From an optimization exercise on the open Yosys and OpenROAD flow, aimed at small area, a short achievable clock period and few clock cycles; shortcuts taken in it are not production practice. Only simulation tests tie the RTL to the original design; equivalence was not proved. Power and IR drop assume default switching activity.

== run 1 ==
Design booth_multiplier, start of the top module:
module booth_multiplier(clk, reset_n, multiplier, multiplicand, op_start, op_clear, op_done, result);
	input clk, reset_n, op_start, op_clear;
	input [63:0] multiplier, multiplicand;
	output op_done;
	output [127:0] result;
	reg run, done;
	reg [3:0] cnt;
	reg [3:0] one, two, neg;  
	reg [65:0] S, C;         
	reg [7:0] L0, L1;       
	reg lc;                    
	reg [63:0] rlo;            
	assign op_done = done;
	assign result = {S[63:0], rlo};
	wire last = (cnt == 4'd8);
	wire step = run & ~last;
	always @(posedge clk or negedge reset_n) begin
		if (!reset_n) begin
			run <= 1'b0;
			done <= 1'b0;
		end else if (op_clear) begin
			run <= 1'b0;
			done <= 1'b0;
		end else if (!run) begin
			run <= op_start;
		end else if (last) begin
			done <= 1'b1;
		end
	end
	wire [3:0] m = run ? cnt + 4'd1 : 4'd0;
	wire [64:0] bx = {{0{multiplier[63]}}, multiplier, 1'b0};
	reg [8:0] chunk;
	integer i;
	always @(*) begin
		chunk = 9'd0;
		for (i = 0; i < 8; i = i + 1)
			if (m == i) chunk = bx[8*i +: 9];
	end
	reg [3:0] one_n, two_n, neg_n;
	always @(*) begin
		for (i = 0; i < 4; i = i + 1) begin
			one_n[i] = chunk[2*i+1] ^ chunk[2*i];
			two_n[i] = (chunk[2*i+2] & ~chunk[2*i+1] & ~chunk[2*i]) | (~chunk[2*i+2] & chunk[2*i+1] & chunk[2*i]);
			neg_n[i] = chunk[2*i+2];
		end
	end
	wire [64:0] ae = {multiplicand[63], multiplicand};
	wire [65:0] ae1 = {multiplicand[63], multiplicand, 1'b0};
	wire [65:0] pp0;
  ...
For scale: ~2300 cells after synthesis, ~230 flip-flops, roughly 260 I/O pins, roughly 23000 um2 of cells after synthesis.
==> flow/config.mk <==
export PLATFORM = sky130hd
export DESIGN_NAME = booth_multiplier
export DESIGN_NICKNAME = booth_multiplier
export VERILOG_FILES = /design/flow/design.v
export SDC_FILE = /design/flow/constraint.sdc
export NUM_CORES = 4
export LEC_CHECK = 0
export ABC_CLOCK_PERIOD_IN_PS = 2500
export CAP_MARGIN = 20
export CORE_MARGIN = 2
export CORE_UTILIZATION = 50
export PLACE_DENSITY = 0.65
export SETUP_SLACK_MARGIN = 2.4
export SLEW_MARGIN = 20
export SYNTH_HIERARCHICAL = 1
==> flow/constraint.sdc <==
create_clock -name core_clock -period 5.5 [get_ports {clk}]
set_input_delay 1.1000 -clock core_clock [delete_from_list [all_inputs] [get_ports {clk}]]
set_output_delay 1.1000 -clock core_clock [all_outputs]
set_load 0.01 [all_outputs]
standard.sh (not shown) runs the stock make flow with config.mk's settings and CLKGATE_MAP_FILE= SYNTH_SCRIPT=/design/flow/synth_recipe.tcl, a recipe that flattens the netlist after the stock synthesis.
==> flow/flow/run.sh <==
#!/bin/bash
# The standard synthesis and layout, with the port buffers the standard flow's flow adds made from
# sky130_fd_sc_hd__buf_1 instead of the cell buffer_ports picks by itself.
set -euo pipefail
bash standard.sh synth > synth.log 2>&1
export BUFFER_PORTS_ARGS="-buffer_cell sky130_fd_sc_hd__buf_1"
bash standard.sh > layout.log 2>&1
Testbench counts of run 1, summed over its fixed seeds: cycles 4,224.
diff inputs: run 1 => run 2
Settings: SETUP_SLACK_MARGIN now 2.5, was 2.4.
==> flow/flow/run.sh <==
#!/bin/bash
# The standard synthesis and layout, with the port buffers the standard flow's flow adds made from
# sky130_fd_sc_hd__buf_1 instead of the cell buffer_ports picks by itself, and ORFS's
# power recovery (downsizing gates off the critical paths) after global routing.
set -euo pipefail
bash standard.sh synth > synth.log 2>&1
export BUFFER_PORTS_ARGS="-buffer_cell sky130_fd_sc_hd__buf_1"
export RECOVER_POWER=50
bash standard.sh > layout.log 2>&1
Results
- The flow for run 2 finished, though final verification flagged max-capacitance violations, max-slew violations.
- Worst setup slack: run 2 worse than run 1
- Global-route usage of run 2 is on par with run 1.
- Routed wire in run 2 totals less than in run 1.
- On total power, run 2 and run 1 are neck and neck.
- Synthesis-to-finish area growth was lower in run 1 than in run 2.
- Run 2 vs run 1, pre-CTS worst setup slack went up by 0.036 ns.
- Via density per instance in run 2 is about 2% below run 1.
- Average detailed-routed wire length per instance for run 2: 4.8% down relative to run 1
- Reported for run 2 and run 1, number of buffer and inverter stages on the critical path turned out identical to the last digit.
Relative to run 2, the following input files were edited for run 3:
Settings: CTS_CLUSTER_DIAMETER newly set to 50; CTS_CLUSTER_SIZE newly set to 40.
==> flow/flow/run.sh <==
#!/bin/bash
# The standard synthesis and layout, with the port buffers the standard flow's flow adds made from
# sky130_fd_sc_hd__buf_1 instead of the cell buffer_ports picks by itself.
set -euo pipefail
bash standard.sh synth > synth.log 2>&1
export BUFFER_PORTS_ARGS="-buffer_cell sky130_fd_sc_hd__buf_1"
bash standard.sh > layout.log 2>&1
Findings:
- Run 3 closes out successfully: all stages finished, all timing, DRC and antenna checks passed.
- Min violation count after the first detailed-routing iteration across run 3 and run 2: run 2
- Compared run 2 against run 3; area of combinational cells with multiple inputs within noise.
- Going from run 2 to run 3, number of clock buffer instances in the layout shrinks by 1.
- When run 3 is measured against run 2, its final cell count turns out 9 higher.
- On sequential share of layout area, run 3 and run 2 are neck and neck.
- Compared with run 2, run 3 is the more power-hungry design.
Changes in run 4 relative to run 3:
Settings: removing CTS_CLUSTER_DIAMETER (formerly 50); changing PLACE_DENSITY from 0.65 to 0.6; removing CTS_CLUSTER_SIZE (formerly 40); changing CORE_UTILIZATION from 50 to 45.
### Flow results
- Worst setup margin delta (run 4 − run 3): unfavourable
- Run 4 vs. run 3: number of rows created at floorplan increased 5.2%; area of the die increased 11%.
- Setup slack of the most critical reg-to-reg path: higher on run 3
- Of run 3 and run 4, run 4 shows the lower utilization, with run 3 above it.
- STATUS final period demand of the worst path: run 4 loses against run 3

* * *

== build 80 ==
booth_multiplier again, from the RTL that the note above started with.
==> flow/config.mk <==
export PLATFORM = sky130hd
export DESIGN_NAME = booth_multiplier
export DESIGN_NICKNAME = booth_multiplier
export VERILOG_FILES = /design/flow/design.v
export SDC_FILE = /design/flow/constraint.sdc
export NUM_CORES = 4
export LEC_CHECK = 0
export ABC_CLOCK_PERIOD_IN_PS = 2500
export CAP_MARGIN = 20
export CORE_MARGIN = 2
export CORE_UTILIZATION = 50
export PLACE_DENSITY = 0.65
export SETUP_SLACK_MARGIN = 2.5
export SLEW_MARGIN = 20
export SYNTH_HIERARCHICAL = 1
==> flow/constraint.sdc <==
create_clock -name core_clock -period 5.5 [get_ports {clk}]
set_input_delay 1.1000 -clock core_clock [delete_from_list [all_inputs] [get_ports {clk}]]
set_output_delay 1.1000 -clock core_clock [all_outputs]
set_load 0.01 [all_outputs]
==> flow/flow/run.sh <==
#!/bin/bash
# The standard synthesis and layout, with the port buffers the standard flow's flow adds made from
# sky130_fd_sc_hd__buf_1 instead of the cell buffer_ports picks by itself.
set -euo pipefail
bash standard.sh synth > synth.log 2>&1
export BUFFER_PORTS_ARGS="-buffer_cell sky130_fd_sc_hd__buf_1"
bash standard.sh > layout.log 2>&1
Testbench counts of build 80, summed over its fixed seeds: cycles 4,224.
Input changes introduced in build 28 (baseline for comparison: build 80):
==> flow/run.sh (new file) <==
#!/bin/bash
# synth_recipe.tcl (not shown) runs the flow's synth.tcl, then flattens the netlist and writes it again
# the make line also repeats each setting of config.mk as NAME=value (left out here)
make -C /OpenROAD-flow-scripts/flow DESIGN_CONFIG=/design/flow/config.mk WORK_HOME=/design/flow/orfs CLKGATE_MAP_FILE= SYNTH_SCRIPT=/design/flow/synth_recipe.tcl finish
removed: flow/flow/run.sh
removed: flow/standard.sh
## What came out
- Relative to build 80, power density over cell area has gone down in build 28.
- Delta (build 28 minus build 80): flip-flop and latch count neither gained nor lost much, count of unique library cells instantiated by Yosys ~0 delta, critical path depth saw an increase.
- Going from build 80 to build 28, worst setup slack after placement fell 0.25 ns, worst setup slack fell 0.039 ns, detailed-routing wirelength on met1 went up about 1.6%.
#### Input delta (build 45 over build 28)
Settings: changing CORE_UTILIZATION from 50 to 55; changing PLACE_DENSITY from 0.65 to 0.75.
==> flow/flow/run.sh (new file) <==
#!/bin/bash
# The standard synthesis and layout, with the port buffers the standard flow's flow adds made from
# sky130_fd_sc_hd__buf_1 instead of the cell buffer_ports picks by itself.
set -euo pipefail
bash standard.sh synth > synth.log 2>&1
export BUFFER_PORTS_ARGS="-buffer_cell sky130_fd_sc_hd__buf_1"
bash standard.sh > layout.log 2>&1
==> flow/standard.sh (new file) <==
#!/bin/bash
# synth_recipe.tcl (not shown) runs the flow's synth.tcl, then flattens the netlist and writes it again
# the make line also repeats each setting of config.mk as NAME=value (left out here)
make -C /OpenROAD-flow-scripts/flow DESIGN_CONFIG=/design/flow/config.mk WORK_HOME=/design/flow/orfs CLKGATE_MAP_FILE= SYNTH_SCRIPT=/design/flow/synth_recipe.tcl "${@:-finish}"
removed: flow/run.sh
## What came out
Delta (build 45 minus build 28): total power density per cell area has increased, portion of the layout cell area used by non-clock buffers has decreased.
Changes observed in build 45 relative to build 28: clock latency at the later pin of the worst-skew pair decreased 0.02 ns, number of antenna violations at the first check in global routing higher, total internal power -7.0%.
For build 45, the slowest stage cell on the critical path was sky130_fd_sc_hd__fa_1, unlike build 28, where it was sky130_fd_sc_hd__ha_1.
Worst reg-to-reg setup slack: build 45 > build 28
Here is what was changed in the inputs of build 8 compared with build 45.
Settings: PLACE_DENSITY changed from 0.75 to 0.7; CORE_UTILIZATION changed from 55 to 50.
## What came out
Build 45 and build 8 ended up with roughly the same register share of total power. Build 8 ended with less final critical delay including setup and external delays than build 45. Measured against build 8, the first-iteration DRC count of build 45 comes out at 0.889 times the reference value. Build 45 -> build 8: count of buffers not belonging to the clock network in the layout decreased slightly. Final cell count for build 8: 63 up relative to build 45. In terms of overall via count from detail_route, build 45 and build 8 differ only marginally. The lower placer congestion estimate of build 8 and build 45 is in build 8. Compared with build 45, build 8 shows overall routed net length that has gone up by a few percent. Against build 45, build 8 comes in 1.1 points lower on total global routing track utilization.

-- static timing again, ports no longer ideal --
No port has a modelled driver above. Below, the same layouts with a new extraction and two added sets of constraints.
Step 1: set_driving_cell puts a clkbuf_16 on clk and a buf_2 on each other input, an assumption about the parent block.
Step 2 also shifts input and output timing later by t, the mid clock arrival at the registers, as if the neighbouring blocks saw the same clock.
Slacks: ideal ports / drivers / drivers and shift; pairs: ideal ports / drivers.
run | t (ns) | setup slack, ns | clock arrival spread, ns
run 1 | 0.607 | 2.428 / 2.381 / 1.774 | 0.011 / 0.012
run 2 | 0.622 | 1.798 / 1.798 / 1.798 | 0.014 / 0.014
run 3 | 0.641 | 2.567 / 2.529 / 1.888 | 0.038 / 0.039
run 4 | 0.637 | 2.528 / 2.540 / 1.904 | 0.049 / 0.049
build 80 | 0.623 | 2.550 / 2.550 / 1.934 | 0.013 / 0.013
build 28 | 0.641 | 2.511 / 2.511 / 1.877 | 0.043 / 0.043
build 45 | 0.632 | 2.509 / 2.481 / 1.849 | 0.013 / 0.012
build 8 | 0.627 | 2.530 / 2.529 / 1.902 | 0.020 / 0.020
The setup slack of run 3, which loses most, moves by -0.038 ns with the drivers and by -0.679 ns with both steps.
